Source: an optimization exercise on an open RTL-to-GDS flow (aim: small area, a short achievable clock period and few clock cycles per item). Production flows keep margins and buffers that such runs may drop. Function was not checked in any run shown here: the RTL went through the layout flow alone. Power is estimated from default activity; no workload was simulated.

==> flow/design.v, too long to show whole: its modules and the start of the top module <==
// module mul: 1957 lines
// module csa_fa: 4 lines
// module csa_ha: 4 lines
// module ysyx_mulunit: 21 lines
module ysyx_mulunit (
    input          clk,
    input          rst_n,
    input          mul_valid,
    input  [63:0]  alu_src1,
    input  [63:0]  alu_src2,
    input  [3:0]   mul_expand_signed,
    output [129:0] mul_res,
    output         sh_fnsh_flag
);
  // ...
==> flow/flow/run.sh <==
#!/bin/bash
# Layout flow: the standard layout (standard.sh, which also runs the
# standard synthesis) with these settings changed:
#  - the port buffers start as buf_2 instead of the buffer the resizer picks;
#  - sizing may swap a cell for one of another footprint;
#  - clock tree synthesis inserts no dummy loads.
# make's output goes to make.log; each step's tool output is in orfs/logs/.
set -euo pipefail
bash standard.sh MATCH_CELL_FOOTPRINT=0 \
    "BUFFER_PORTS_ARGS=-buffer_cell sky130_fd_sc_hd__buf_2" \
    "CTS_ARGS=-sink_clustering_enable -repair_clock_nets -dont_use_dummy_load" \
    finish > make.log 2>&1
==> flow/standard.sh <==
#!/bin/bash
# synth_recipe.tcl (not shown) runs the flow's synth.tcl, then flattens the netlist and writes it again
# the make line also repeats each setting of config.mk as NAME=value (left out here)
make -C /OpenROAD-flow-scripts/flow DESIGN_CONFIG=/design/flow/config.mk WORK_HOME=/design/flow/orfs CLKGATE_MAP_FILE= SYNTH_SCRIPT=/design/flow/synth_recipe.tcl "${@:-finish}"
==> flow/config.mk <==
export PLATFORM = sky130hd
export DESIGN_NAME = ysyx_mulunit
export DESIGN_NICKNAME = ysyx_mulunit
export VERILOG_FILES = /design/flow/design.v
export SDC_FILE = /design/flow/constraint.sdc
export NUM_CORES = 8
export LEC_CHECK = 0
export CAP_MARGIN = 20
export CORE_MARGIN = 2
export CORE_UTILIZATION = 50
export SETUP_SLACK_MARGIN = 4.5
export SLEW_MARGIN = 20
export SYNTH_HIERARCHICAL = 1
==> flow/constraint.sdc <==
create_clock -name core_clock -period 8.0 [get_ports {clk}]
set_input_delay 1.6000 -clock core_clock [delete_from_list [all_inputs] [get_ports {clk}]]
set_output_delay 1.6000 -clock core_clock [all_outputs]
set_load 0.01 [all_outputs]
==> out/qor.yml, run 1 <==
timing:
  finalMaxSlewViolations: 0
  setup_violations: 0
  fin_crit_sh_pct: 45.9
  layout_min_cycle_time_ns: 3.67
  tns_ns: 0
route:
  vias: 26141
  vias_per_cell: 6.57
  wl_met1_mm: 45.7
  drt-initial-drc-count: 2933
pwr:
  ir_drop_mv: 0.251
  pwr-share-seq_pct: 25.4
critical_path:
  crit_slowest_cell: "a2111oi_4"
  r2r_end: "u_mul.P[87]"
  endpoint: "u_mul.P[87]"
layout:
  final_cell_mix: "349 x xnor2_1, 281 x dfxtp_1, 279 x a22oi_1"
  layout.buffer.nonclock.area_share_pct: 7.18
  clkCellAreaFrac_pct: 3.11
  area_growth_pct: 14.5
  top_register: "u_mul.P"
  diodes: 1
  fin_cells: 3979
outcome:
  status: "no timing/DRC/antenna violations"
clocking:
  cts_root_buf: "clkbuf_16"
  ctsResizeCount: 123
synth:
  yosys.cell_types.count: 86
  synth-seq-cells: 312
min_path:
  holdPathEnd: "u_mul.res"
placed_design:
  dp_slack_ns: 3.22
global_route:
  grt_pass1_vias: 25533
  grt_overflow_total: 0
  grtUsageTotal_pct: 36.9
floorplan:
  die_width_um: 241
  taps: 748
==> inputs of run 2 (changes only) <==
==> flow/flow/run.sh (replaced) <==
#!/bin/bash
# Layout flow: the standard layout (standard.sh, which also runs the
# standard synthesis) with these settings changed:
#  - the port buffers start as buf_1 instead of the buffer the resizer picks;
#  - sizing may swap a cell for one of another footprint;
#  - clock tree synthesis inserts no dummy loads.
# make's output goes to make.log; each step's tool output is in orfs/logs/.
set -euo pipefail
bash standard.sh MATCH_CELL_FOOTPRINT=0 \
    "BUFFER_PORTS_ARGS=-buffer_cell sky130_fd_sc_hd__buf_1" \
    "CTS_ARGS=-sink_clustering_enable -repair_clock_nets -dont_use_dummy_load" \
    finish > make.log 2>&1
==> run 2 against run 1 <==
Compared with the run above: largest cell class unchanged; critical path depth decreased by 2; setup slack improved by 0.19 ns; non-clock buffer count increased by 21; highest routed layer is now met4; still clean on timing, DRC and antenna.
==> out/qor.yml, run 2 <==
clocking:
  cts_tree: "yes"
  htreeDepth: 2
  cts_buffers: 40
  clk_latency_ns: 0.56
  clk_pin_slew_ns: 0.06
  cts_root_buf: "clkbuf_16"
  cts_hold_buf: 0
  cts_max_path_buffers: 3
  cts.sinks: 312
pwr:
  p_leak_nw: 11.8
  ir_drop_mv: 0.184  # -27%
  power_w: 0.00846
  p_per_area_nw_per_um2: 267
route:
  vias_per_cell: 6.46  # -1.7%
  avgRoutedWirePerCell_um: 27.3
  firstDrtPassIters: 8
  wl_mm: 109
  drtAntennaViolNets: 0
  drc: 0
  vias: 25805  # -1.3%
  drt-initial-drc-count: 2737  # -6.7%
synth:
  yosysMostFrequentCell: "xnor2_1"
  ys.flop_type: "dfxtp_1"
  ys_async_sr_fraction_pct: 1.28
  synth_cells: 3106
  ys_top_cells_by_count: "355 x xnor2_1, 308 x dfxtp_1, 281 x a22oi_1"
  yosys.cell_types.count: 86  # unchanged
  seq_area_frac_synth_pct: 22.3
  synth-seq-cells: 312  # unchanged
  ys_warn_count: 7
  netlist_top_cells_area: "dfxtp_1 22%, fa_1 19%, xnor2_1 11%, a22oi_1 7.5%, ha_1 4.2%"
  yosysTopAreaCellShare_pct: 21.9
  synthesis.area_um2: 28100
  synth_top_cell_by_area: "dfxtp_1"
  synth-edff-count: 0
  avgSynthCellArea_um2: 9.05
global_route:
  grtUsageTotal_pct: 36.6  # -0.29 points
  grt_pass1_vias: 25467  # -0.26%
  grt_overflow_total: 0  # unchanged
  grt_max_degree: 74
  antenna_found_initial: 0
  grt_pass1_wl_mm: 160
timing:
  fin_crit_sh_pct: 43.6  # -2.3 points
  setup_violations: 0  # unchanged
  layout_min_cycle_time_ns: 3.48  # -0.188 ns
  slew_headroom_pct: 35.3
  finalHoldViolations: 0
  clock_skew_ns: 0.0224
  finalMaxSlewViolations: 0  # unchanged
  tns_ns: 0  # unchanged
  worst_slew_pin_slew_ns: 0.961
  rsz0062_at_grt: "true"
  max_freq_mhz: 287
critical_path:
  reg2reg_from: "u_mul.P[80]"
  end_kind: "flop"
  start_kind: "flop"
  r2r_slack_ns: 4.52
  worst_r2r_path_depth: 12
  r2r_end: "u_mul.P[127]"
  arrival_ns: 3.90
  cp_max_fo: 6
  required_ns: 8.42
  worst-setup-path-type: "flop to flop"
layout:
  area_growth_pct: 12.9
  mostFrequentLayoutCell: "xnor2_1"
  top_register: "u_mul.P"
  nets: 3743
  top_regs: "u_mul.P (128), u_mul.C (71), u_mul.M (64)"
  diodes: 0  # -1
  drive_above_1_share_pct: 9.79
  largest_reg_flops: 128
  final_cell_mix: "352 x xnor2_1, 281 x a22oi_1, 267 x dfxtp_1"
min_path:
  holdPathEnd: "u_mul.res"
  min_path_type: "flop to flop"
  min-delay-start: "u_mul.cnt[1]"
  hold_depth: 1
floorplan:
  boundaryPins: 266
  rows: 86
  dieArea_um2: 58100
  core_area_um2: 55300
  die_width_um: 241  # unchanged
  start_util_pct: 50.8
  fp.dieH_um: 241
outcome:
  status: "no timing/DRC/antenna violations"
placed_design:
  numPortBuffers: 263
  gp_congestion: 1.02
  dp_hpwl_mm: 77.7
flow_run:
  maxCapViolCount: 0
## run 2: cell counts after synthesis
No cell type changed its count.
## run 2: worst max-delay path by stage
stage | from | end | slack, ns | depth (start not counted)
floorplan | u_mul.q[6] | u_mul.P[55] | 4.50 | 10
global placement | u_mul.P[0] | u_mul.P[126] | 3.28 | 12
detailed placement | u_mul.P[0] | u_mul.P[126] | 3.14 | 12
CTS | u_mul.P[3] | u_mul.P[109] | 4.43 | 13
global route | u_mul.P[80] | u_mul.P[127] | 4.40 | 12
finish | u_mul.P[80] | u_mul.P[127] | 4.52 | 12
## run 2: power breakdown
group	internal (W)	total, W	switching (W)
logic	0.00197	0.00473	0.00276
clock network	0.000874	0.00155	0.000676
registers	0.00177	0.00218	0.000416
## run 2: logic make-up (layout without fill, tap and decap cells)
kind of cell	after synthesis	in the layout	synth area share [%]
AND/OR/NAND/NOR	821	822	14.8
AO/OA/AOI/OAI	774	775	19.1
XOR/XNOR	411	411	12.8
adder cells (fa/ha/maj)	357	357	22.9
buffers and inverters	345	484	5.00
flip-flops	312	312	22.3
multiplexers	85	85	3.06
other	1	3	0.0133
## run 2: final cells by class
class / count / area (um^2)
fill: 5070 / 23600
multi-input combinational: 2453 / 21000
sequential: 312 / 6370
timing repair buffer: 372 / 2120
clock buffer: 40 / 1000
tap: 748 / 936
inverter: 72 / 274
## run 2: stage by stage
step | utilization, % | cell area [um^2] | instances | setup WS [ns] | hold slack (ns)
after floorplan | - | 28100 | 3108 | 4.50 | 0.402
after global placement | 52.7 | 29100 | 3872 | 3.28 | 0.421
after detailed placement | 52.7 | 29100 | 3872 | 3.14 | 0.426
after CTS | 56.0 | 31000 | 3951 | 4.43 | 0.440
after global routing | 57.4 | 31700 | 3997 | 4.40 | 0.478
final | 57.4 | 31700 | 3997 | 4.52 | 0.440
## run 2: critical path, cell delays in order, from the launching register on
cell and delay, ns:
dfxtp_4 0.35, or4b_4 0.55, or4_4 0.58, buf_6 0.16, nor4_4 0.11, buf_4 0.20
nand4_4 0.10, or4_4 0.55, nor3_4 0.23, o21ai_1 0.12, a21oi_2 0.18, xnor2_1 0.15
o31ai_2 0.07
## run 2: modules after synthesis (local to each module, per instance), a selection
module	flops+latches	cell area [um^2]
mul	312	22900
csa_fa	0	20.0
csa_ha	0	12.5
## run 2: repair_timing
| action | CTS | global route |
|---|---|---|
| gates resized for setup | 102 | 93 |
| setup endpoints to repair | 159 | 126 |
| cloned | 2 | 1 |
| pin swaps | 23 | 36 |
| setup buffers | 37 | 45 |
## run 2: routing by layer
layer / wire length [um] / up-vias / global-route usage, %
met1: 45200 / 12845 / 50.1
met4: 4550 / 0 / 14.5
met5: 0 / - / 0
met2: 49600 / 1435 / 57.1
met3: 9910 / 289 / 6.85
li1: - / 11236 / -

## afterwards: timing with drivers on the ports
No port has a modelled driver above. Below, the same layouts with a new extraction and two added sets of constraints. Step 1: set_driving_cell puts a clkbuf_16 on clk and a buf_2 on each other input, an assumption about the parent block. Step 2, shift: input delay + t, output delay - t, t = (earliest + latest rising clock arrival at the registers) / 2. This alone moves slack from input paths to output paths. a / b / c = ideal / step 1 / step 2; a / b = the first two.
run | t, ns | slack for setup (ns) | slew at the worst register clock pin (ns)
run 1 | 0.621 | 4.328 / 4.328 / 3.923 | 0.06 / 0.06
run 2 | 0.615 | 4.516 / 4.516 / 4.040 | 0.06 / 0.06
After both steps setup and hold are still met in every run listed. The setup slack of run 2, which loses most, moves by 0.000 ns with the drivers and by -0.476 ns with both steps.
